Background: an optimization exercise with open tools, aiming at small area, a short achievable clock period and few clock cycles per item. Do not read the settings as production practice.
Only simulation tests tie the RTL to the original design; equivalence was not proved.

`config.mk`:
```
export PLATFORM = sky130hd
export DESIGN_NAME = btc_sha256d
export DESIGN_NICKNAME = btc_sha256d
export VERILOG_FILES = /design/flow/design.v
export SDC_FILE = /design/flow/constraint.sdc
export NUM_CORES = 8
export LEC_CHECK = 0
export ABC_AREA = 1
export CAP_MARGIN = 20
export CORE_MARGIN = 2
export CORE_UTILIZATION = 40
export CTS_CLUSTER_DIAMETER = 120
export CTS_CLUSTER_SIZE = 20
export SLEW_MARGIN = 20
```
`constraint.sdc`:
```
create_clock -name core_clock -period 12.0 [get_ports {clk}]
set_input_delay 2.4000 -clock core_clock [delete_from_list [all_inputs] [get_ports {clk}]]
set_output_delay 2.4000 -clock core_clock [all_outputs]
set_load 0.01 [all_outputs]
```
`design.v`:
```
`timescale 1ns / 1ps
module btc_sha256d(
    input clk,
    input rst_n,
    input start,
    input [639:0] header,
    output done,
    output [255:0] hash
    );
    localparam [31:0] IV0 = 32'h6a09e667, IV1 = 32'hbb67ae85,
                      IV2 = 32'h3c6ef372, IV3 = 32'ha54ff53a,
                      IV4 = 32'h510e527f, IV5 = 32'h9b05688c,
                      IV6 = 32'h1f83d9ab, IV7 = 32'h5be0cd19;
    function [31:0] kn;
        input [5:0] i;
        begin
            case (i)
                6'd0: kn = 32'h71374491; 6'd1: kn = 32'hb5c0fbcf; 6'd2: kn = 32'he9b5dba5; 6'd3: kn = 32'h3956c25b;
                6'd4: kn = 32'h59f111f1; 6'd5: kn = 32'h923f82a4; 6'd6: kn = 32'hab1c5ed5; 6'd7: kn = 32'hd807aa98;
                6'd8: kn = 32'h12835b01; 6'd9: kn = 32'h243185be; 6'd10: kn = 32'h550c7dc3; 6'd11: kn = 32'h72be5d74;
                6'd12: kn = 32'h80deb1fe; 6'd13: kn = 32'h9bdc06a7; 6'd14: kn = 32'hc19bf174; 6'd15: kn = 32'he49b69c1;
                6'd16: kn = 32'hefbe4786; 6'd17: kn = 32'h0fc19dc6; 6'd18: kn = 32'h240ca1cc; 6'd19: kn = 32'h2de92c6f;
                6'd20: kn = 32'h4a7484aa; 6'd21: kn = 32'h5cb0a9dc; 6'd22: kn = 32'h76f988da; 6'd23: kn = 32'h983e5152;
                6'd24: kn = 32'ha831c66d; 6'd25: kn = 32'hb00327c8; 6'd26: kn = 32'hbf597fc7; 6'd27: kn = 32'hc6e00bf3;
                6'd28: kn = 32'hd5a79147; 6'd29: kn = 32'h06ca6351; 6'd30: kn = 32'h14292967; 6'd31: kn = 32'h27b70a85;
                6'd32: kn = 32'h2e1b2138; 6'd33: kn = 32'h4d2c6dfc; 6'd34: kn = 32'h53380d13; 6'd35: kn = 32'h650a7354;
                6'd36: kn = 32'h766a0abb; 6'd37: kn = 32'h81c2c92e; 6'd38: kn = 32'h92722c85; 6'd39: kn = 32'ha2bfe8a1;
                6'd40: kn = 32'ha81a664b; 6'd41: kn = 32'hc24b8b70; 6'd42: kn = 32'hc76c51a3; 6'd43: kn = 32'hd192e819;
                6'd44: kn = 32'hd6990624; 6'd45: kn = 32'hf40e3585; 6'd46: kn = 32'h106aa070; 6'd47: kn = 32'h19a4c116;
                6'd48: kn = 32'h1e376c08; 6'd49: kn = 32'h2748774c; 6'd50: kn = 32'h34b0bcb5; 6'd51: kn = 32'h391c0cb3;
                6'd52: kn = 32'h4ed8aa4a; 6'd53: kn = 32'h5b9cca4f; 6'd54: kn = 32'h682e6ff3; 6'd55: kn = 32'h748f82ee;
                6'd56: kn = 32'h78a5636f; 6'd57: kn = 32'h84c87814; 6'd58: kn = 32'h8cc70208; 6'd59: kn = 32'h90befffa;
                6'd60: kn = 32'ha4506ceb; 6'd61: kn = 32'hbef9a3f7; 6'd62: kn = 32'hc67178f2; default: kn = 32'h428a2f98;
            endcase
        end
    endfunction
    localparam NF = 40;
    localparam F_RND = 0, F_FF = 1, F_SHA = 2, F_SHE = 3, F_LD = 4, F_FFIV = 5, F_EP = 6,
               F_USEW = 7, F_USEY = 8, F_WRY = 9, F_SCHED = 10, F_80 = 11, F_280 = 12,
               F_100 = 13, F_FFA = 14, F_X1 = 15, F_X3 = 16, F_Y0 = 17, F_Y2 = 18, F_H = 19, F_XR = 39;
    function [NF-1:0] cflags;
        input r;
        input [1:0] bk;
        input [6:0] tt;
        reg q1, q2, q3, rnd, ff, t63_66;
        integer i;
        begin
            q1 = bk == 2'd1; q2 = bk == 2'd2; q3 = bk == 2'd3;
            rnd = r & ~tt[6];
            ff = r & (tt[6:2] == 5'b10000);
            t63_66 = tt == 7'd63 | tt == 7'd64 | tt == 7'd65 | tt == 7'd66;
            cflags = {NF{1'b0}};
            cflags[F_RND] = rnd;
            cflags[F_FF] = ff;
            cflags[F_SHA] = rnd | ff;
            cflags[F_SHE] = rnd | ff | (r & tt == 7'd68);
            cflags[F_LD] = r & tt == 7'd127;
            cflags[F_FFIV] = ff & q2;
            cflags[F_EP] = ff & ~q2;
            cflags[F_USEW] = r & (tt == 7'd127 | tt == 7'd68 | (tt == 7'd67 & q1) | tt < 7'd63);
            cflags[F_USEY] = r & q2 & t63_66;
            cflags[F_WRY] = r & t63_66;
            cflags[F_SCHED] = rnd & tt >= 7'd14;
            cflags[F_80] = r & ((q2 & tt == 7'd2) | (q3 & tt == 7'd6));
            cflags[F_280] = r & q2 & tt == 7'd13;
            cflags[F_100] = r & q3 & tt == 7'd13;
            cflags[F_FFA] = r & q2 & tt == 7'd67;
            cflags[F_XR] = q2;
            cflags[F_X1] = r & ((q2 & tt == 7'd68) | (q3 & tt == 7'd1));
            cflags[F_X3] = r & q3 & tt == 7'd0;
            cflags[F_Y0] = r & q3 & (tt == 7'd2 | tt == 7'd4);
            cflags[F_Y2] = r & q3 & (tt == 7'd3 | tt == 7'd5);
            cflags[F_H + 0] = ~r;
            cflags[F_H + 1] = r & tt == 7'd127;
            for (i = 2; i < 16; i = i + 1)
                cflags[F_H + i] = r & q1 & (tt == i - 2);
            cflags[F_H + 16] = r & q1 & tt == 7'd66;
            cflags[F_H + 17] = r & q1 & tt == 7'd67;
            cflags[F_H + 18] = r & q2 & tt == 7'd0;
            cflags[F_H + 19] = r & q2 & tt == 7'd1;
        end
    endfunction
    function [31:0] kyf;
        input [1:0] bk;
        input [6:0] tt;
        begin
            if (tt == 7'd127) kyf = 32'h9e6afcb1;                  
            else if (tt < 7'd63) kyf = kn(tt[5:0]);
            else if (tt == 7'd68 | (tt == 7'd67 & bk == 2'd1)) kyf = kn(6'd63);
            else if (bk == 2'd2 | tt == 7'd67) kyf = 32'd0;
            else if (tt == 7'd63) kyf = IV7;
            else if (tt == 7'd64) kyf = IV6;
            else if (tt == 7'd65) kyf = IV5;
            else kyf = IV4;
        end
    endfunction
    reg run, done_r;
    reg [1:0] blk;
    reg [6:0] t, tn;         
    reg [NF-1:0] fl;
    reg [31:0] kyr;
    wire acc = start & ~run;
    wire b2 = blk == 2'd2;
    wire t67 = t == 7'd67;
    reg r_run, r_done;
    reg [1:0] r_blk;
    reg [6:0] r_t;
    always @* begin
        r_run = run; r_done = done_r; r_blk = blk; r_t = t;
        if (run) begin
            if ((blk == 2'd1 & t67) | (b2 & t == 7'd68)) begin
                r_t = 7'd0; r_blk = blk + 2'd1;
            end else if (blk == 2'd3 & t67) begin
                r_run = 1'b0; r_done = 1'b1;
            end else
                r_t = tn;
        end
    end
    always @(posedge clk) begin
        if (!rst_n) begin
            run <= 1'b0;
            done_r <= 1'b0;
            blk <= r_blk;
            t <= r_t;
            tn <= r_t + 7'd1;
            fl <= cflags(1'b0, 2'd0, 7'd0);
            kyr <= kyf(r_blk, r_t);
        end else if (acc) begin
            run <= 1'b1;
            done_r <= 1'b0;
            blk <= 2'd1;
            t <= 7'd127;
            tn <= 7'd0;
            fl <= cflags(1'b1, 2'd1, 7'd127);
            kyr <= kyf(2'd1, 7'd127);
        end else begin
            run <= r_run;
            done_r <= r_done;
            blk <= r_blk;
            t <= r_t;
            tn <= r_t + 7'd1;
            fl <= cflags(r_run, r_blk, r_t);
            kyr <= kyf(r_blk, r_t);
        end
    end
    assign done = done_r;
    wire f_rnd = fl[F_RND], f_ff = fl[F_FF], f_shift_a = fl[F_SHA], f_shift_e = fl[F_SHE],
         f_ld = fl[F_LD], f_ffiv = fl[F_FFIV], f_e_p = fl[F_EP], f_use_w = fl[F_USEW],
         f_use_y = fl[F_USEY], wr_y = fl[F_WRY], sel_sched = fl[F_SCHED], sel_80 = fl[F_80],
         sel_280 = fl[F_280], sel_100 = fl[F_100], sel_ffa = fl[F_FFA], sel_x1 = fl[F_X1],
         sel_x3 = fl[F_X3], sel_y0 = fl[F_Y0], sel_y2 = fl[F_Y2];
    wire [19:0] hsel = fl[F_H +: 20];
    reg [31:0] a, b, c, d, e, f, g, p;
    reg [511:0] wv;                          
    reg [31:0] xr0, xr1, xr2, xr3, yr0, yr1, yr2, yr3;
    wire [31:0] w0 = wv[31:0], w1 = wv[63:32], w9 = wv[319:288],
                w14 = wv[479:448], w15 = wv[511:480];
    reg [31:0] ivx;
    always @* begin
        case (t[1:0])
            2'd0: ivx = IV3;
            2'd1: ivx = IV2;
            2'd2: ivx = IV1;
            default: ivx = IV0;
        endcase
    end
    wire [31:0] xop = fl[F_XR] ? xr3 : ivx;
    wire [31:0] S0 = {a[1:0], a[31:2]} ^ {a[12:0], a[31:13]} ^ {a[21:0], a[31:22]};
    wire [31:0] S1 = {e[5:0], e[31:6]} ^ {e[10:0], e[31:11]} ^ {e[24:0], e[31:25]};
    wire [31:0] ch = (e & f) ^ (~e & g);
    wire [31:0] mj = (a & b) ^ (a & c) ^ (b & c);
    wire [31:0] f1s = p ^ ch ^ mj;
    wire [31:0] f1c = {(p[30:0] & ch[30:0]) | (p[30:0] & mj[30:0]) | (ch[30:0] & mj[30:0]), 1'b0};
    wire [31:0] q  = S1 ^ S0;
    wire [31:0] co = (q & f1s) | (~q & S1);             
    wire [31:0] ci = {co[30:0], 1'b0};
    wire [31:0] xa = q ^ (f1s ^ f1c);
    wire [31:0] x3s = xa ^ ci;
    wire [31:0] cc_a = (xa & ci) | (~xa & f1c);
    wire [31:0] x3c = {cc_a[30:0], 1'b0};
    wire [31:0] pe = f_ff ? xop : p;
    wire [31:0] che = ch & {32{~f_ff}};
    wire [31:0] s1e = S1 & {32{~f_ff}};
    wire [31:0] g1s = pe ^ che ^ d;
    wire [31:0] g1c = {(pe[30:0] & che[30:0]) | (pe[30:0] & d[30:0]) | (che[30:0] & d[30:0]), 1'b0};
    wire [31:0] xes = g1s ^ g1c ^ s1e;
    wire [31:0] xec = {(g1s[30:0] & g1c[30:0]) | (g1s[30:0] & s1e[30:0]) | (g1c[30:0] & s1e[30:0]), 1'b0};
    wire [31:0] a_new = x3s + x3c;
    wire [31:0] e_new = xes + xec;
    wire [31:0] s0 = {w1[6:0], w1[31:7]} ^ {w1[17:0], w1[31:18]} ^ {3'b0, w1[31:3]};
    wire [31:0] s1 = {w14[16:0], w14[31:17]} ^ {w14[18:0], w14[31:19]} ^ {10'b0, w14[31:10]};
    wire [31:0] sched = s1 + w9 + s0 + w0;
    wire [31:0] wy = ({32{f_use_w}} & w15) | ({32{f_use_y}} & yr3);
    wire [31:0] pre = (g & {32{~f_ld}}) + kyr + wy;
    reg [31:0] ive;
    always @* begin
        case (t[1:0])                        
            2'd1: ive = IV7;
            2'd2: ive = IV6;
            2'd3: ive = IV5;
            default: ive = IV4;
        endcase
    end
    wire [31:0] hw [0:19];
    genvar gi;
    generate
        for (gi = 0; gi < 20; gi = gi + 1) begin : hwords
            assign hw[gi] = header[639 - 32*gi -: 32];
        end
    endgenerate
    reg [31:0] wnext;
    integer k;
    always @* begin
        wnext = ({32{sel_sched}} & sched) | ({32{sel_ffa}} & e_new) |
                ({32{sel_x1}} & xr1) | ({32{sel_x3}} & xr3) |
                ({32{sel_y0}} & yr0) | ({32{sel_y2}} & yr2);
        wnext[31] = wnext[31] | sel_80;
        wnext[9] = wnext[9] | sel_280;
        wnext[7] = wnext[7] | sel_280;
        wnext[8] = wnext[8] | sel_100;
        for (k = 0; k < 20; k = k + 1)
            wnext = wnext | ({32{hsel[k]}} & hw[k]);
    end
    always @(posedge clk) begin
        wv <= {wnext, wv[511:32]};
        xr0 <= f_ff ? e_new : xr3;
        xr1 <= xr0; xr2 <= xr1; xr3 <= xr2;
        yr0 <= wr_y ? pre : yr3;
        yr1 <= yr0; yr2 <= yr1; yr3 <= yr2;
        if (f_ld) begin
            a <= IV0; b <= IV1; c <= IV2; d <= IV3;
        end else if (f_shift_a) begin
            a <= f_rnd ? a_new : (f_ffiv ? ivx : e_new);
            b <= a; c <= b; d <= c;
        end
        if (f_ld) begin
            e <= IV4; f <= IV5; g <= IV6;
        end else if (f_shift_e) begin
            e <= f_rnd ? e_new : (f_e_p ? p : ive);
            f <= e; g <= f;
        end
        if (run) p <= pre;
    end
    assign hash = {p[7:0], p[15:8], p[23:16], p[31:24], g[7:0], g[15:8], g[23:16], g[31:24],
                   f[7:0], f[15:8], f[23:16], f[31:24], e[7:0], e[15:8], e[23:16], e[31:24],
                   d[7:0], d[15:8], d[23:16], d[31:24], c[7:0], c[15:8], c[23:16], c[31:24],
                   b[7:0], b[15:8], b[23:16], b[31:24], a[7:0], a[15:8], a[23:16], a[31:24]};
endmodule
```
`flow/run.sh`:
```
#!/bin/bash
set -euo pipefail
MARGIN=${MARGIN:-7.75}
bash standard.sh \
  SETUP_SLACK_MARGIN=$MARGIN \
  "BUFFER_PORTS_ARGS=-buffer_cell sky130_fd_sc_hd__buf_1" \
  finish > flow_make.log 2>&1
```
`standard.sh`:
```
#!/bin/bash
# synth_recipe.tcl (not shown) runs the flow's synth.tcl, then flattens the netlist and writes it again
# the make line also repeats each setting of config.mk as NAME=value (left out here)
make -C /OpenROAD-flow-scripts/flow DESIGN_CONFIG=/design/flow/config.mk WORK_HOME=/design/flow/orfs CLKGATE_MAP_FILE= SYNTH_SCRIPT=/design/flow/synth_recipe.tcl "${@:-finish}"
```
==> summary.txt, run 1 <==
# TYPE chip_impl_metric gauge
chip_impl_metric{name="dpl.cell_count",unit=""} 9739
chip_impl_metric{name="die-height",unit="µm"} 378.1
chip_impl_info{name="synthDominantAreaCellType",value="dfxtp_1"} 1
chip_impl_metric{name="hpwlAfterDp",unit="µm"} 277400
chip_impl_info{name="netlist_top_cells_count",value="nand2_1 (1790), dfxtp_1 (1081), inv_1 (899), o21ai_0 (417), nand3_1 (413)"} 1
chip_impl_metric{name="yosysWarningCount",unit=""} 1
chip_impl_metric{name="effective_utilization_at_floorplan",unit="%"} 40.21
chip_impl_metric{name="wl_met2",unit="µm"} 137900
chip_impl_metric{name="final_max_slew_viol_count",unit=""} 0
chip_impl_metric{name="setup_ws",unit="ns"} 7.680
chip_impl_info{name="netlist_top_cells_area",value="dfxtp_1 (39%), nand2_1 (12%), fa_1 (6.8%)"} 1
chip_impl_metric{name="fmax",unit="GHz"} 0.2315
chip_impl_metric{name="mux_cell_area_share_after_synthesis",unit="%"} 0.2347
chip_impl_metric{name="cp.arrival",unit="ns"} 4.95
chip_impl_info{name="worst_path_most_repeated_cell",value="nand2_1"} 1
chip_impl_metric{name="pre_cts_ws",unit="ns"} 5.217
chip_impl_metric{name="synth_simple_gate_area_share",unit="%"} 22.19
chip_impl_metric{name="flow.area_growth_from_synthesis",unit="%"} 20.80
chip_impl_metric{name="grt-ovfl-total",unit=""} 0
chip_impl_info{name="run_status",value="timing/DRC/antenna clean"} 1
chip_impl_metric{name="cp.required",unit="ns"} 12.63
chip_impl_info{name="setup_repair_after_global_routing_missed_its_margin",value="yes"} 1
chip_impl_metric{name="synth.lib_cells_used.distinct",unit=""} 64
chip_impl_metric{name="clock_insertion_delay_worst_skew",unit="ns"} 0.73
chip_impl_info{name="cts_tree",value="built"} 1
chip_impl_metric{name="totalWireLength",unit="µm"} 342100
chip_impl_metric{name="post-route-period-util",unit="%"} 36.00
chip_impl_metric{name="final_cell_area",unit="mm²"} 0.06761
chip_impl_metric{name="critPathMaxStageDelay",unit="ns"} 0.43
chip_impl_metric{name="synth-edff-count",unit=""} 32
chip_impl_metric{name="routed_via_count_divided_by_cell_count",unit=""} 5.842
chip_impl_metric{name="ios",unit=""} 900
chip_impl_metric{name="place.port_buffers",unit=""} 899
chip_impl_metric{name="detailroute.wirelength.met3",unit="µm"} 48990
chip_impl_metric{name="gp_routability_congestion",unit=""} 1.090
chip_impl_metric{name="grt_antenna_before_repair",unit=""} 47
chip_impl_metric{name="drive_gt1_share",unit="%"} 11.84
chip_impl_metric{name="synth_top_area_share",unit="%"} 38.66
chip_impl_metric{name="synth_xor_area_share",unit="%"} 5.962
chip_impl_metric{name="clk_transition_reported_paths",unit="ns"} 0.10
chip_impl_metric{name="largest_buffer_count_on_any_clock_path",unit=""} 3
chip_impl_metric{name="post_route_insts_no_fill",unit=""} 9983
chip_impl_metric{name="finish.net_count",unit=""} 9059
chip_impl_metric{name="floorplan.rows",unit=""} 137
chip_impl_metric{name="drtIter0Drc",unit=""} 7905
chip_impl_metric{name="synth_compound_area_share",unit="%"} 12.47
chip_impl_info{name="end_kind",value="register"} 1
chip_impl_info{name="critical-path-slowest-cell",value="dfxtp_4"} 1
chip_impl_metric{name="grt_pass1_wl",unit="µm"} 448400
chip_impl_metric{name="grtUsageTotal",unit="%"} 46.11
chip_impl_info{name="highest_layer",value="met5"} 1
chip_impl_metric{name="chipWidth",unit="µm"} 378.1
chip_impl_metric{name="timing.clock.skew",unit="ns"} 0.05595
chip_impl_metric{name="syn-instance-count",unit=""} 7153
chip_impl_info{name="post-synth-top-count-cell",value="nand2_1"} 1
chip_impl_metric{name="postSynth.asyncResetShare",unit="%"} 0
chip_impl_metric{name="grt_pass1_vias",unit=""} 53013
chip_impl_info{name="crit_family",value="simple AND/OR/NAND/NOR gates"} 1
chip_impl_metric{name="max_slew_margin",unit="%"} 8.478
chip_impl_metric{name="final_antenna_net_count",unit=""} 0
chip_impl_metric{name="coreArea",unit="mm²"} 0.1392
chip_impl_metric{name="synth.ff_latch_count",unit=""} 1113
chip_impl_metric{name="worst_pin_slew",unit="ns"} 1.365
chip_impl_metric{name="final_critical_path_required_period",unit="ns"} 4.320
chip_impl_metric{name="clock_sink_count",unit=""} 1113
chip_impl_metric{name="critical_path.n_buffers_inverters",unit=""} 4
chip_impl_info{name="worst_hold_path_type",value="reg2reg"} 1
chip_impl_metric{name="synth_fa_ha_area_share",unit="%"} 10.48
chip_impl_info{name="top_register",value="wv"} 1
chip_impl_metric{name="post_syn_nets",unit=""} 8147
chip_impl_metric{name="detail_route.wirelength.met1",unit="µm"} 139100
chip_impl_metric{name="synthesis.area_per_instance",unit="µm²"} 7.825
chip_impl_info{name="path_class",value="reg2reg"} 1
chip_impl_metric{name="floorplan.die_area",unit="mm²"} 0.1429
chip_impl_metric{name="grt_start_max_net_pins",unit=""} 101
chip_impl_info{name="main_combinational_cell_family_by_area_after_synthesis",value="simple AND/OR/NAND/NOR gates"} 1
chip_impl_metric{name="finalCoreUtilization",unit="%"} 48.58
chip_impl_metric{name="dpl_cell_area",unit="mm²"} 0.06131
chip_impl_info{name="clockRootBuffer",value="clkbuf_16"} 1
chip_impl_metric{name="hold_viol_final",unit=""} 0
chip_impl_metric{name="final.setup.tns",unit="ns"} 0
chip_impl_info{name="cell_breakdown_of_the_critical_path",value="buf_4 -> xnor2_1 -> xor2_1 -> inv_1 -> nand2_1 -> nand2_1 -> xor2_2 -> xor2_2 -> xor2_4 -> inv_1 -> ha_2 -> nand2_2 -> nor4_4 -> nand2_1 -> nand2_2 -> nand2_1 -> nand2_4 -> inv_1 -> nand2_1 -> nand3_2 -> a21oi_1"} 1
chip_impl_metric{name="largest_register_ff_count",unit=""} 512
chip_impl_info{name="synth-main-ff-cell",value="dfxtp_1"} 1
chip_impl_metric{name="synth.yosys.seq_area_share",unit="%"} 40.38
chip_impl_metric{name="num_vias",unit=""} 58317
chip_impl_info{name="layout_top_registers",value="wv (512), fl (39)"} 1
chip_impl_metric{name="cell_area_after_synthesis",unit="mm²"} 0.05597
chip_impl_info{name="cp-start-kind",value="register"} 1
chip_impl_metric{name="cts-buffers-inserted",unit=""} 68
chip_impl_metric{name="route.detailed.wl_per_inst",unit="µm"} 34.27
chip_impl_metric{name="residual_drc",unit=""} 0
chip_impl_metric{name="detail_route.first_pass.iterations",unit=""} 9
chip_impl_metric{name="final_count_of_negative_setup_slack_endpoints",unit=""} 0
chip_impl_metric{name="h_tree_levels",unit=""} 3
chip_impl_metric{name="critPathMaxFanout",unit=""} 5
chip_impl_metric{name="maxCapViolCount",unit=""} 0
final timing paths:
kind	cells after the start	endpoint	slack [ns]	start
hold / removal	0	wv[63]	0.29	wv[95]
setup / recovery	21	a[31]	7.68	e[20]
setup reg to reg	21	a[31]	7.68	e[20]
hold reg to reg	0	wv[63]	0.29	wv[95]
through the flow:
step,hold WS (ns)
floorplan,0.3096
global placement,0.3096
detailed placement,0.3121
CTS,0.2789
global route,0.2919
finish,0.2896
logic make-up after synthesis:
family	after synthesis
AND/OR/NAND/NOR	2917
buffers and inverters	1198
AO/OA/AOI/OAI	1175
flip-flops	1113
XOR/XNOR	381
adder cells (fa/ha/maj)	356
multiplexers	13
per-layer routing:
layer  GRT usage [%]  up-vias
li1                -    24857
met2           65.33     4081
met1           62.26    28627
met4           16.39       38
met3           19.33      714
met5               0        -
cell type report:
class	instances	area [µm²]
Antenna cell	24	60.06
Clock buffer	76	1773
Clock inverter	12	166.4
Fill cell	14191	71580
Inverter	913	3506
Multi-Input combinational cell	4843	31480
Sequential cell	1113	22820
Tap cell	1876	2347
Timing Repair Buffer	1124	5449
Timing Repair inverter	2	16.27
cell usage in the layout, fill, tap and decap left out, types with 25 or more instances in the layout:
master	synthesis	routed
clkbuf_16	0	69
dfxtp_4	0	36
nand4_1	149	149
o21ai_0	417	340
nand2_2	10	54
ha_1	161	107
nor2_2	8	31
nand3_1	413	379
inv_2	14	29
buf_4	5	189
dfxtp_1	1081	982
or2_2	48	47
edfxtp_1	32	32
nor3_1	53	43
o21ai_1	14	47
inv_1	899	865
o21ai_2	3	29
xor2_2	0	53
nand3_2	7	38
o211ai_1	57	57
nand2_1	1790	1734
ha_4	0	32
a21oi_1	388	336
xor2_1	217	149
nor2_1	361	329
nor4_1	31	25
fa_1	190	182
xnor2_1	164	156
a21oi_2	0	45
dfxtp_2	0	63
a22o_1	87	87
buf_1	26	899
what timing repair did:
item                                   CTS  global route
buffers inserted                        44            82
endpoints found under the hold margin    0             0
pin swaps                               30            73
hold buffers                             0             0
gates cloned                             5             1
setup endpoints to repair              221           137
resized for setup                      410           350
Testbench counts, summed over its fixed seeds: cycles 9,936, hashes 48.
==> run 2: changes to the inputs <==
--- a/design.v
+++ b/design.v
@@ -87,2 +87,3 @@
             if (tt == 7'd127) kyf = 32'h9e6afcb1;                  
+            else if (tt == 7'd62 & bk == 2'd3) kyf = 32'h307b5f59;    
             else if (tt < 7'd63) kyf = kn(tt[5:0]);
@@ -93,2 +94,3 @@
             else if (tt == 7'd65) kyf = IV5;
+            else if (bk == 2'd3) kyf = 32'he7046c18;               
             else kyf = IV4;
@@ -112,3 +114,3 @@
                 r_t = 7'd0; r_blk = blk + 2'd1;
-            end else if (blk == 2'd3 & t67) begin
+            end else if (blk == 2'd3 & t == 7'd66) begin
                 r_run = 1'b0; r_done = 1'b1;
@@ -243,6 +245,7 @@
     end
-    assign hash = {p[7:0], p[15:8], p[23:16], p[31:24], g[7:0], g[15:8], g[23:16], g[31:24],
-                   f[7:0], f[15:8], f[23:16], f[31:24], e[7:0], e[15:8], e[23:16], e[31:24],
-                   d[7:0], d[15:8], d[23:16], d[31:24], c[7:0], c[15:8], c[23:16], c[31:24],
-                   b[7:0], b[15:8], b[23:16], b[31:24], a[7:0], a[15:8], a[23:16], a[31:24]};
+    function [31:0] rb;
+        input [31:0] x;
+        rb = {x[7:0], x[15:8], x[23:16], x[31:24]};
+    endfunction
+    assign hash = {rb(g), rb(f), rb(e), rb(p), rb(c), rb(b), rb(a), rb(d)};
 endmodule
--- a/flow/run.sh
+++ b/flow/run.sh
@@ -2,3 +2,3 @@
 set -euo pipefail
-MARGIN=${MARGIN:-7.75}
+MARGIN=${MARGIN:-7.6}
 bash standard.sh \
--- a/config.mk
+++ b/config.mk
@@ -10,3 +10,3 @@
 export CORE_MARGIN = 2
-export CORE_UTILIZATION = 40
+export CORE_UTILIZATION = 45
 export CTS_CLUSTER_DIAMETER = 120
==> run 2 against run 1 <==
Compared with the run above: critical path depth is 3 lower; clock skew is 0.020 ns higher; synthesized cell count is 2.4% lower; worst setup slack worse by 0.39 ns; final cell count is 5.1% lower; core utilization is 4.5 points higher; hold slack better by 0.011 ns; routed wire length is 7.4% lower; register-to-register slack worse by 0.39 ns; count of clock-buffer cells in the layout is 4 lower; critical endpoint is now a[21].
==> summary.txt, run 2 <==
# TYPE chip_impl_metric gauge
chip_impl_metric{name="residual_drc",unit=""} 0
chip_impl_metric{name="postSynth.asyncResetShare",unit="%"} 0
chip_impl_info{name="layout_top_registers",value="wv (512), fl (39)"} 1
chip_impl_metric{name="num_vias",unit=""} 57343
chip_impl_metric{name="floorplan.die_area",unit="mm²"} 0.1259
chip_impl_metric{name="maxCapViolCount",unit=""} 0
chip_impl_metric{name="finish.net_count",unit=""} 8814
chip_impl_metric{name="final_max_slew_viol_count",unit=""} 0
chip_impl_metric{name="grtUsageTotal",unit="%"} 48.47
chip_impl_info{name="end_kind",value="register"} 1
chip_impl_metric{name="max_slew_margin",unit="%"} 14.86
chip_impl_metric{name="place.port_buffers",unit=""} 899
chip_impl_metric{name="gp_routability_congestion",unit=""} 1.123
chip_impl_metric{name="post_route_insts_no_fill",unit=""} 9478
chip_impl_metric{name="floorplan.rows",unit=""} 128
chip_impl_metric{name="synth.lib_cells_used.distinct",unit=""} 64
chip_impl_metric{name="yosysWarningCount",unit=""} 1
chip_impl_info{name="run_status",value="timing/DRC/antenna clean"} 1
chip_impl_metric{name="grt-ovfl-total",unit=""} 0
chip_impl_metric{name="h_tree_levels",unit=""} 3
chip_impl_metric{name="drive_gt1_share",unit="%"} 9.209
chip_impl_metric{name="flow.area_growth_from_synthesis",unit="%"} 16.99
chip_impl_metric{name="grt_start_max_net_pins",unit=""} 82
chip_impl_info{name="synthDominantAreaCellType",value="dfxtp_1"} 1
chip_impl_metric{name="finalCoreUtilization",unit="%"} 53.10
chip_impl_metric{name="die-height",unit="µm"} 354.8
chip_impl_info{name="setup_repair_after_global_routing_missed_its_margin",value="yes"} 1
chip_impl_metric{name="routed_via_count_divided_by_cell_count",unit=""} 6.050
chip_impl_metric{name="cts-buffers-inserted",unit=""} 66
chip_impl_info{name="mostFrequentLayoutCells",value="nand2_1 (1645), dfxtp_1 (999), buf_1 (899)"} 1
chip_impl_metric{name="final_critical_path_required_period",unit="ns"} 4.711
chip_impl_metric{name="hold_viol_final",unit=""} 0
chip_impl_metric{name="area.sequential",unit="mm²"} 0.02277
chip_impl_metric{name="final.setup.tns",unit="ns"} 0
chip_impl_info{name="top_register",value="wv"} 1
chip_impl_metric{name="worst_pin_slew",unit="ns"} 1.264
chip_impl_metric{name="chipWidth",unit="µm"} 354.8
chip_impl_metric{name="coreArea",unit="mm²"} 0.1220
chip_impl_metric{name="largest_buffer_count_on_any_clock_path",unit=""} 3
chip_impl_metric{name="hpwlAfterDp",unit="µm"} 259500
chip_impl_metric{name="effective_utilization_at_floorplan",unit="%"} 45.39
chip_impl_metric{name="post_syn_nets",unit=""} 7970
chip_impl_metric{name="clock_sink_count",unit=""} 1113
chip_impl_metric{name="route.detailed.wl_per_inst",unit="µm"} 33.43
chip_impl_metric{name="fin_worst_hold_slack",unit="ns"} 0.3005
chip_impl_metric{name="grt_antenna_before_repair",unit=""} 36
chip_impl_info{name="clockRootBuffer",value="clkbuf_16"} 1
chip_impl_metric{name="cp.required",unit="ns"} 12.64
chip_impl_info{name="cp-start-kind",value="register"} 1
chip_impl_metric{name="grt_pass1_vias",unit=""} 52717
chip_impl_metric{name="synth-edff-count",unit=""} 32
chip_impl_metric{name="synthesis.area_per_instance",unit="µm²"} 7.936
chip_impl_info{name="synth-main-ff-cell",value="dfxtp_1"} 1
chip_impl_metric{name="hold_bufs_inserted_after_cts",unit=""} 0
chip_impl_metric{name="cp.arrival",unit="ns"} 5.35
chip_impl_info{name="post-synth-top-count-cell",value="nand2_1"} 1
chip_impl_info{name="mostFrequentLayoutCell",value="nand2_1"} 1
chip_impl_info{name="path_class",value="reg2reg"} 1
chip_impl_metric{name="synth_top_area_share",unit="%"} 39.07
chip_impl_metric{name="drtIter0Drc",unit=""} 9155
chip_impl_info{name="worst_hold_path_type",value="reg2reg"} 1
chip_impl_metric{name="num-fill-cells",unit=""} 11901
chip_impl_metric{name="fmax",unit="GHz"} 0.2123
chip_impl_info{name="netlist_top_cells_count",value="nand2_1 (1668), dfxtp_1 (1081), inv_1 (821), a21oi_1 (427), o21ai_0 (423)"} 1
chip_impl_metric{name="cell_area_after_synthesis",unit="mm²"} 0.05539
chip_impl_metric{name="final_count_of_negative_setup_slack_endpoints",unit=""} 0
chip_impl_metric{name="totalWireLength",unit="µm"} 316900
chip_impl_info{name="cts_tree",value="built"} 1
chip_impl_metric{name="detail_route.first_pass.iterations",unit=""} 7
chip_impl_metric{name="syn-instance-count",unit=""} 6980
chip_impl_metric{name="synth.ff_latch_count",unit=""} 1113
chip_impl_metric{name="ios",unit=""} 900
chip_impl_metric{name="timing.clock.skew",unit="ns"} 0.07603
chip_impl_metric{name="grt_pass1_wl",unit="µm"} 422100
chip_impl_metric{name="critPathMaxFanout",unit=""} 7
chip_impl_metric{name="post-route-period-util",unit="%"} 39.26
chip_impl_metric{name="largest_register_ff_count",unit=""} 512
chip_impl_info{name="netlist_top_cells_area",value="dfxtp_1 (39%), nand2_1 (11%), fa_1 (6.8%)"} 1
chip_impl_metric{name="clock_insertion_delay_worst_skew",unit="ns"} 0.76
chip_impl_metric{name="clk_transition_reported_paths",unit="ns"} 0.10
chip_impl_metric{name="synth.yosys.seq_area_share",unit="%"} 40.80
chip_impl_metric{name="multi_input_area",unit="mm²"} 0.03015
chip_impl_metric{name="final_antenna_net_count",unit=""} 0
chip_impl_metric{name="dpl.cell_count",unit=""} 9312
## run 2: cell types whose count changed after synthesis, sizes merged, moves of 8 or more
cell / before / now
inv: 913 / 836
nand3: 422 / 377
nand4: 149 / 139
nor2: 376 / 366
xnor2: 164 / 193
a21oi: 389 / 427
clkbuf: 199 / 185
nand2: 1806 / 1688
xor2: 217 / 208
buf: 86 / 102
or2: 50 / 74
a221o: 11 / 3
## run 2: final timing paths
| path | from | end | slack (ns) | depth (start not counted) |
|---|---|---|---|---|
| worst max register to register | e[8] | a[21] | 7.29 | 18 |
| worst min register to register | wv[152] | wv[120] | 0.30 | 0 |
| worst min-delay path | wv[152] | wv[120] | 0.30 | 0 |
| worst max-delay path | e[8] | a[21] | 7.29 | 18 |
## run 2: per-layer routing
metal  wire length [µm]  vias to the layer above  global-route usage [%]
met4              16270                       26                   19.64
met5                228                        -                       0
met2             123000                     4461                   66.09
met1             123900                    27843                   64.50
li1                   -                    24228                       -
met3              53410                      785                   24.26
## run 2: stage by stage
step                instance area [µm²]  setup slack [ns]
global placement                  60380             6.032
detailed placement                60400             5.994
finish                            64800             7.289
global route                      64770             7.431
CTS                               63300             7.448
floorplan                         55390             7.773
## run 2: cell families after synthesis
kind of cell               Yosys count  share of synthesized area (%)
AOI/OAI and AO/OA                 1215                          12.87
xor gates and xnor gates           401                          6.341
adders and majority gates          356                          10.55
buffers and inverters             1127                          7.881
DFF                               1113                          40.80
muxes                               10                         0.1807
and+or+nand+nor                   2758                          21.37
## run 2: timing repair
action / CTS / global route
pin swaps: 8 / 35
gates resized for setup: 231 / 257
setup buffers: 21 / 47
endpoints found under the setup margin: 191 / 142
gates cloned: 1 / 0
## run 2: final cells by class
| class | instances | share of cell area, % |
|---|---|---|
| timing repair inverter | 1 | 0.01159 |
| inverter | 840 | 4.935 |
| clock buffer | 72 | 2.584 |
| timing repair buffer | 1062 | 7.308 |
| tap | 1625 | 3.138 |
| clock inverter | 12 | 0.3051 |
| antenna | 13 | 0.05020 |
| sequential | 1113 | 35.13 |
| multi-input combinational | 4740 | 46.53 |
## run 2: worst max-delay path, cell delays in order, from the launching register on
cell      delay [ns]
dfxtp_2         0.59
mux2i_2         0.54
fa_1            0.55
xor2_1          0.24
xor2_1          0.26
nor2_1          0.10
a21oi_2         0.38
ha_1            0.33
nand2_1         0.12
nor2_1          0.15
inv_1           0.22
nor3_1          0.23
nand3_2         0.22
nand3b_1        0.18
a21oi_1         0.07
o21ai_0         0.17
nand3_1         0.12
o211ai_1        0.11
inv_1           0.05
Testbench counts of run 2, summed over its fixed seeds: cycles 9,888, hashes 48.
==> run 3: changes to the inputs <==
--- a/flow/run.sh
+++ b/flow/run.sh
@@ -2,3 +2,3 @@
 set -euo pipefail
-MARGIN=${MARGIN:-7.6}
+MARGIN=${MARGIN:-7.9}
 bash standard.sh \
==> run 3 against run 2 <==
Compared with the run above: hold slack gained 0.011 ns; cell area grew 6.6%; worst setup slack gained 0.42 ns; sequential share of layout area shrank 2.1 points; non-clock buffer count grew 157; first-iteration DRC count grew 0.16%; synthesized area is the same; highest routed layer unchanged.
==> summary.txt, run 3 <==
# TYPE chip_impl_metric gauge
chip_impl_metric{name="synth_xor_area_share",unit="%"} 6.341
chip_impl_metric{name="synth.yosys.seq_area_share",unit="%"} 40.80
chip_impl_info{name="synthDominantAreaCellType",value="dfxtp_1"} 1
chip_impl_metric{name="floorplan.die_area",unit="mm²"} 0.1259
chip_impl_metric{name="timing.clock.skew",unit="ns"} 0.05605
chip_impl_metric{name="grt-ovfl-total",unit=""} 0
chip_impl_metric{name="final_max_slew_viol_count",unit=""} 0
chip_impl_info{name="setup_repair_after_global_routing_missed_its_margin",value="yes"} 1
chip_impl_metric{name="grt_pass1_vias",unit=""} 54538
chip_impl_metric{name="final_antenna_net_count",unit=""} 0
chip_impl_info{name="synth-main-ff-cell",value="dfxtp_1"} 1
chip_impl_info{name="mostFrequentLayoutCells",value="nand2_1 (1567), dfxtp_1 (976), buf_1 (899)"} 1
chip_impl_info{name="netlist_top_cells_count",value="nand2_1 (1668), dfxtp_1 (1081), inv_1 (821), a21oi_1 (427), o21ai_0 (423)"} 1
chip_impl_metric{name="coreArea",unit="mm²"} 0.1220
chip_impl_info{name="path_class",value="in2reg"} 1
chip_impl_info{name="cp-start-kind",value="input port"} 1
chip_impl_metric{name="die-height",unit="µm"} 354.8
chip_impl_info{name="post-synth-top-count-cell",value="nand2_1"} 1
chip_impl_metric{name="grt_start_max_net_pins",unit=""} 88
chip_impl_metric{name="chipWidth",unit="µm"} 354.8
chip_impl_metric{name="effective_utilization_at_floorplan",unit="%"} 45.39
chip_impl_metric{name="gp_routability_congestion",unit=""} 1.092
chip_impl_metric{name="post_syn_nets",unit=""} 7970
chip_impl_metric{name="post-route-period-util",unit="%"} 35.76
chip_impl_metric{name="largest_register_ff_count",unit=""} 512
chip_impl_metric{name="grtUsageTotal",unit="%"} 50.17
chip_impl_metric{name="clock_sink_count",unit=""} 1113
chip_impl_metric{name="synth_top_area_share",unit="%"} 39.07
chip_impl_info{name="mostFrequentLayoutCell",value="nand2_1"} 1
chip_impl_metric{name="num_vias",unit=""} 58944
chip_impl_metric{name="largest_buffer_count_on_any_clock_path",unit=""} 3
chip_impl_metric{name="place.port_buffers",unit=""} 899
chip_impl_metric{name="drive_gt1_share",unit="%"} 16.38
chip_impl_metric{name="synth_compound_area_share",unit="%"} 12.87
chip_impl_info{name="clockRootBuffer",value="clkbuf_16"} 1
chip_impl_metric{name="critPathMaxFanout",unit=""} 1
chip_impl_metric{name="grt_pass1_wl",unit="µm"} 436600
chip_impl_metric{name="hpwlAfterDp",unit="µm"} 265400
chip_impl_metric{name="finalCoreUtilization",unit="%"} 56.58
chip_impl_metric{name="timing.hold.worst_path_depth",unit=""} 0
chip_impl_metric{name="drtIter0Drc",unit=""} 9170
chip_impl_info{name="main_combinational_cell_family_by_area_after_synthesis",value="simple AND/OR/NAND/NOR gates"} 1
chip_impl_metric{name="h_tree_levels",unit=""} 3
chip_impl_metric{name="floorplan.rows",unit=""} 128
chip_impl_metric{name="postSynth.asyncResetShare",unit="%"} 0
chip_impl_info{name="worst_hold_path_type",value="reg2reg"} 1
chip_impl_metric{name="totalWireLength",unit="µm"} 331600
chip_impl_metric{name="ios",unit=""} 900
chip_impl_metric{name="final_critical_path_required_period",unit="ns"} 4.291
chip_impl_info{name="layout_top_registers",value="wv (512), fl (39)"} 1
chip_impl_info{name="top_register",value="wv"} 1
chip_impl_metric{name="routed_via_count_divided_by_cell_count",unit=""} 6.115
chip_impl_metric{name="finish.net_count",unit=""} 8973
chip_impl_metric{name="synth_fa_ha_area_share",unit="%"} 10.55
chip_impl_metric{name="final_count_of_negative_setup_slack_endpoints",unit=""} 0
chip_impl_metric{name="fin_worst_hold_slack",unit="ns"} 0.3111
chip_impl_metric{name="synth.ff_latch_count",unit=""} 1113
chip_impl_metric{name="synth.lib_cells_used.distinct",unit=""} 64
chip_impl_info{name="end_kind",value="register"} 1
chip_impl_metric{name="residual_drc",unit=""} 0
chip_impl_metric{name="syn-instance-count",unit=""} 6980
chip_impl_metric{name="cp.required",unit="ns"} 12.57
chip_impl_metric{name="flow.area_growth_from_synthesis",unit="%"} 24.66
chip_impl_metric{name="worst_r2r_path_depth",unit=""} 25
chip_impl_metric{name="grt_antenna_before_repair",unit=""} 52
chip_impl_metric{name="hold_viol_final",unit=""} 0
chip_impl_metric{name="clk_transition_reported_paths",unit="ns"} 0.09
chip_impl_metric{name="fmax",unit="GHz"} 0.2330
chip_impl_metric{name="route.detailed.wl_per_inst",unit="µm"} 34.40
chip_impl_metric{name="final.setup.tns",unit="ns"} 0
chip_impl_metric{name="synth-edff-count",unit=""} 32
chip_impl_metric{name="detail_route.first_pass.iterations",unit=""} 10
chip_impl_metric{name="cell_area_after_synthesis",unit="mm²"} 0.05539
chip_impl_info{name="cts_tree",value="built"} 1
chip_impl_metric{name="cts-buffers-inserted",unit=""} 67
chip_impl_metric{name="worst_pin_slew",unit="ns"} 1.287
chip_impl_metric{name="synth_simple_gate_area_share",unit="%"} 21.37
chip_impl_metric{name="clock_insertion_delay_worst_skew",unit="ns"} 0.71
chip_impl_metric{name="yosysWarningCount",unit=""} 1
chip_impl_metric{name="synthesis.area_per_instance",unit="µm²"} 7.936
chip_impl_metric{name="maxCapViolCount",unit=""} 0
chip_impl_info{name="run_status",value="timing/DRC/antenna clean"} 1
chip_impl_metric{name="cp.arrival",unit="ns"} 4.86
chip_impl_metric{name="mux_cell_area_share_after_synthesis",unit="%"} 0.1807
chip_impl_info{name="netlist_top_cells_area",value="dfxtp_1 (39%), nand2_1 (11%), fa_1 (6.8%)"} 1
chip_impl_metric{name="max_slew_margin",unit="%"} 13.28
## run 3: cell counts after synthesis
Identical to the previous run, type by type.
## run 3: metal layers
layer	up-vias	wire length (µm)	track usage (%)
li1	24533	-	-
met1	28460	125700	66.16
met2	4811	129200	68.78
met3	1090	54460	23.00
met4	50	21790	24.58
met5	-	474	0
## run 3: per-stage QoR
| stage | cells | cell area [µm²] | setup WS [ns] |
|---|---|---|---|
| finish | 9639 | 69050 | 7.709 |
| global route | 9630 | 69030 | 7.641 |
| CTS | 9491 | 65440 | 7.702 |
| detailed placement | 9312 | 60400 | 5.702 |
| global placement | 9312 | 60390 | 5.710 |
| floorplan | 6980 | 55390 | 7.925 |
## run 3: final timing paths
check                   start  endpoint  slack (ns)
setup reg to reg         t[0]     a[23]        7.72
hold / removal         xr2[9]    xr3[9]        0.31
setup / recovery  header[596]   wv[500]        7.71
hold reg to reg        xr2[9]    xr3[9]        0.31
## run 3: critical path, stage by stage
cell and delay, ns:
buf_1 0.07, a21oi_1 0.13, nand4_1 0.39, nor4_1 0.71, buf_4 0.27, nand4_1 0.13
nor3_1 0.63, nand3_2 0.12
## run 3: cell families (layout without fill, tap and decap cells)
group / Yosys count / count (layout)
AOI/OAI and AO/OA: 1215 / 1215
xor gates and xnor gates: 401 / 401
adders and majority gates: 356 / 356
buffers and inverters: 1127 / 2146
DFF: 1113 / 1113
muxes: 10 / 10
other: 0 / 14
and+or+nand+nor: 2758 / 2759
## run 3: layout make-up
cell class              count  area [µm²]
diodes                     14       35.03
clock buffers              75        1707
multi-input cells        4741       32640
fillers                 11267       52980
repair buffers           1219        6402
flip-flops and latches   1113       22840
clock inverters            11       173.9
inverters                 840        3221
well taps                1625        2033
repair inverters            1       7.507
## run 3: repair_timing
item                       4_1_cts  5_1_grt
pin swaps                       62      212
buffers inserted                90      131
hold buffers                     0        0
cloned                           3        3
setup endpoints to repair      218      163
resized for setup              563      622
==> run 4: changes to the inputs <==
--- a/flow/run.sh
+++ b/flow/run.sh
@@ -2,3 +2,3 @@
 set -euo pipefail
-MARGIN=${MARGIN:-7.9}
+MARGIN=${MARGIN:-7.75}
 bash standard.sh \
==> run 4 against run 3 <==
Compared with the run above: still clean on timing, DRC and antenna; via count is 1.8% lower; hold slack got worse by 0.010 ns; flip-flop and latch count did not move; maximum frequency down 0.74%; count of clock-buffer cells in the layout fell by 3; final cell count decreased by 0.82%; first-iteration DRC count up 1.2%; critical path type unchanged; critical endpoint unchanged; largest cell class unchanged.
==> summary.txt, run 4 <==
# TYPE chip_impl_metric gauge
chip_impl_info{name="cell_breakdown_of_the_critical_path",value="buf_1 -> nand2_1 -> nand3_1 -> nor4_2 -> nand4_1 -> nor3_1 -> nand3_1"} 1
chip_impl_metric{name="chipWidth",unit="µm"} 354.8
chip_impl_metric{name="cp.required",unit="ns"} 12.61
chip_impl_info{name="end_kind",value="register"} 1
chip_impl_metric{name="route.detailed.wl_per_inst",unit="µm"} 33.47
chip_impl_metric{name="finish.net_count",unit=""} 8889
chip_impl_info{name="netlist_top_cells_area",value="dfxtp_1 (39%), nand2_1 (11%), fa_1 (6.8%)"} 1
chip_impl_info{name="run_status",value="timing/DRC/antenna clean"} 1
chip_impl_metric{name="detail_route.first_pass.iterations",unit=""} 9
chip_impl_metric{name="grt.met2_usage",unit="%"} 66.13
chip_impl_metric{name="grtUsageTotal",unit="%"} 48.60
chip_impl_metric{name="max_slew_margin",unit="%"} 11.56
chip_impl_info{name="timing.critical_path.from",value="header[52]"} 1
chip_impl_metric{name="final_max_slew_viol_count",unit=""} 0
chip_impl_info{name="top_register",value="wv"} 1
chip_impl_metric{name="effective_utilization_at_floorplan",unit="%"} 45.39
chip_impl_metric{name="synthesis.area_per_instance",unit="µm²"} 7.936
chip_impl_metric{name="grt-ovfl-total",unit=""} 0
chip_impl_info{name="worst_path_most_repeated_cell",value="nand3_1"} 1
chip_impl_metric{name="clk_transition_reported_paths",unit="ns"} 0.09
chip_impl_metric{name="fmax",unit="GHz"} 0.2313
chip_impl_metric{name="grt_start_max_net_pins",unit=""} 82
chip_impl_metric{name="coreArea",unit="mm²"} 0.1220
chip_impl_metric{name="postSynth.asyncResetShare",unit="%"} 0
chip_impl_metric{name="final_count_of_negative_setup_slack_endpoints",unit=""} 0
chip_impl_info{name="critical-path-slowest-cell",value="nor4_2"} 1
chip_impl_metric{name="die-height",unit="µm"} 354.8
chip_impl_metric{name="critical_path.n_buffers_inverters",unit=""} 1
chip_impl_metric{name="place.port_buffers",unit=""} 899
chip_impl_metric{name="hold_bufs_inserted_after_cts",unit=""} 0
chip_impl_metric{name="final.setup.tns",unit="ns"} 0
chip_impl_metric{name="grt_pass1_wl",unit="µm"} 423300
chip_impl_info{name="synth-main-ff-cell",value="dfxtp_1"} 1
chip_impl_metric{name="worst_pin_slew",unit="ns"} 1.313
chip_impl_info{name="mostFrequentLayoutCell",value="nand2_1"} 1
chip_impl_info{name="clockRootBuffer",value="clkbuf_16"} 1
chip_impl_metric{name="worst_r2r_path_depth",unit=""} 20
chip_impl_metric{name="global_route.usage.met1",unit="%"} 64.04
chip_impl_info{name="grt_busiest_layer",value="met2"} 1
chip_impl_metric{name="routed_via_count_divided_by_cell_count",unit=""} 6.054
chip_impl_metric{name="cp_num_cells",unit=""} 7
chip_impl_metric{name="grt_antenna_before_repair",unit=""} 41
chip_impl_metric{name="synth-edff-count",unit=""} 32
chip_impl_info{name="worstReg2RegEnd",value="kyr[6]"} 1
chip_impl_metric{name="largest_buffer_count_on_any_clock_path",unit=""} 3
chip_impl_metric{name="critPathMaxStageDelay",unit="ns"} 0.86
chip_impl_metric{name="ios",unit=""} 900
chip_impl_metric{name="post_syn_nets",unit=""} 7970
chip_impl_metric{name="synth.yosys.seq_area_share",unit="%"} 40.80
chip_impl_metric{name="maxCapViolCount",unit=""} 0
chip_impl_info{name="setup_repair_after_global_routing_missed_its_margin",value="yes"} 1
chip_impl_metric{name="synth.lib_cells_used.distinct",unit=""} 64
chip_impl_metric{name="flow.area_growth_from_synthesis",unit="%"} 20.45
chip_impl_metric{name="met3_usage",unit="%"} 25.27
chip_impl_metric{name="yosysWarningCount",unit=""} 1
chip_impl_info{name="layout_top_registers",value="wv (512), fl (39)"} 1
chip_impl_metric{name="drtIter0Drc",unit=""} 9277
chip_impl_metric{name="h_tree_levels",unit=""} 3
chip_impl_info{name="crit_family",value="simple AND/OR/NAND/NOR gates"} 1
chip_impl_metric{name="timing.clock.skew",unit="ns"} 0.07807
chip_impl_metric{name="cell_area_after_synthesis",unit="mm²"} 0.05539
chip_impl_metric{name="synth.ff_latch_count",unit=""} 1113
chip_impl_metric{name="cts-buffers-inserted",unit=""} 66
chip_impl_metric{name="final_critical_path_required_period",unit="ns"} 4.323
chip_impl_metric{name="drive_gt1_share",unit="%"} 12.34
chip_impl_metric{name="critPathMaxFanout",unit=""} 1
chip_impl_metric{name="cp.arrival",unit="ns"} 4.93
chip_impl_metric{name="final_antenna_net_count",unit=""} 0
chip_impl_metric{name="floorplan.rows",unit=""} 128
chip_impl_metric{name="dpl.cell_count",unit=""} 9312
chip_impl_metric{name="post-route-period-util",unit="%"} 36.03
chip_impl_metric{name="post_route_insts_no_fill",unit=""} 9560
chip_impl_metric{name="totalWireLength",unit="µm"} 320000
chip_impl_info{name="netlist_top_cells_count",value="nand2_1 (1668), dfxtp_1 (1081), inv_1 (821), a21oi_1 (427), o21ai_0 (423)"} 1
chip_impl_metric{name="largest_register_ff_count",unit=""} 512
chip_impl_metric{name="residual_drc",unit=""} 0
chip_impl_metric{name="hold_viol_final",unit=""} 0
chip_impl_metric{name="floorplan.die_area",unit="mm²"} 0.1259
chip_impl_info{name="synthDominantAreaCellType",value="dfxtp_1"} 1
chip_impl_info{name="worstReg2RegStart",value="t[0]"} 1
chip_impl_info{name="cts_tree",value="built"} 1
chip_impl_info{name="post-synth-top-count-cell",value="nand2_1"} 1
chip_impl_info{name="cp-start-kind",value="input port"} 1
chip_impl_info{name="path_class",value="in2reg"} 1
chip_impl_info{name="mostFrequentLayoutCells",value="nand2_1 (1612), dfxtp_1 (987), buf_1 (898)"} 1
chip_impl_metric{name="grt_pass1_vias",unit=""} 52940
chip_impl_metric{name="hpwlAfterDp",unit="µm"} 259500
chip_impl_metric{name="clock_sink_count",unit=""} 1113
chip_impl_metric{name="r2r_setup_slack",unit="ns"} 7.68
chip_impl_metric{name="gp_routability_congestion",unit=""} 1.123
chip_impl_metric{name="clock_insertion_delay_worst_skew",unit="ns"} 0.76
chip_impl_info{name="worst_hold_path_type",value="reg2reg"} 1
chip_impl_info{name="endpoint",value="wv[500]"} 1
chip_impl_metric{name="num_vias",unit=""} 57881
chip_impl_metric{name="syn-instance-count",unit=""} 6980
chip_impl_metric{name="synth_top_area_share",unit="%"} 39.07
==> run 4: cell counts after synthesis <==
Identical to the previous run, type by type.
==> run 4: timing repair <==
item	4_1_cts	5_1_grt
pin swaps	24	120
endpoints found under the setup margin	206	152
buffers inserted	38	103
gates resized for setup	342	441
gates cloned	1	2
==> run 4: worst min-delay path by stage <==
stage / depth (start not counted) / slack [ns] / to / startpoint
floorplan: 0 / 0.31 / wv[100] / wv[132]
global placement: 0 / 0.31 / wv[254] / wv[286]
detailed placement: 0 / 0.31 / wv[112] / wv[144]
CTS: 0 / 0.31 / xr3[19] / xr2[19]
global route: 0 / 0.32 / wv[386] / wv[418]
finish: 0 / 0.30 / xr3[19] / xr2[19]
==> run 4: kinds of logic (layout without fill, tap and decap cells) <==
| family | count (synthesis) | after routing | synth area share, % |
|---|---|---|---|
| AND/OR/NAND/NOR | 2758 | 2758 | 21.37 |
| other | 0 | 20 | 0 |
| buffers and inverters | 1127 | 2062 | 7.881 |
| XOR/XNOR | 401 | 401 | 6.341 |
| flip-flops | 1113 | 1113 | 40.80 |
| multiplexers | 10 | 10 | 0.1807 |
| AO/OA/AOI/OAI | 1215 | 1215 | 12.87 |
| adder cells (fa/ha/maj) | 356 | 356 | 10.55 |
==> run 4: area by class of cell <==
cell class              instances  area, µm²
inverters                     840       3208
multi-input cells            4740      31280
clock buffers                  72       1674
flip-flops and latches       1113      22820
repair buffers               1137       5449
clock inverters                12      197.7
fillers                     11774      55320
repair inverters                1      7.507
diodes                         20      50.05
well taps                    1625       2033
==> run 4: routing by layer <==
layer | up-vias | share of wire, %
li1 | 24383 | -
met1 | 27950 | 39
met2 | 4551 | 39
met3 | 961 | 17
met4 | 36 | 5.4
met5 | - | 0.10
==> run 4: per-stage QoR <==
stage | area (µm²) | worst slack (ns) | utilization, % | hold WS, ns
floorplan | 55390 | 7.773 | - | 0.3096
global placement | 60380 | 6.032 | 49.47 | 0.3096
detailed placement | 60400 | 5.994 | 49.49 | 0.3121
CTS | 63890 | 7.603 | 52.35 | 0.3054
global route | 66670 | 7.654 | 54.63 | 0.3172
finish | 66720 | 7.677 | 54.67 | 0.3008

## port drivers added, routing unchanged
How much do the figures lean on ideal ports? The routed layouts below were timed once more, with nothing changed but the port constraints.
Step 1 assumes that a clkbuf_16 drives the clock port and a buf_2 every other input.
Step 2, shift: input delay + t, output delay - t, t = (earliest + latest rising clock arrival at the registers) / 2. This alone moves slack from input paths to output paths.
a / b / c = ideal / step 1 / step 2; a / b = the first two.
run	shift t [ns]	slack for setup (ns)	pins driven straight from the clock port
run 1	0.791	7.680 / 7.680 / 7.006	1
run 2	0.800	7.289 / 7.289 / 6.597	1
run 3	0.772	7.709 / 7.724 / 7.003	1
run 4	0.801	7.677 / 7.683 / 6.929	1
After both steps every run listed still meets setup and hold. For run 4, which loses most, drivers alone change the setup slack by +0.006 ns; drivers and shift together by -0.748 ns.
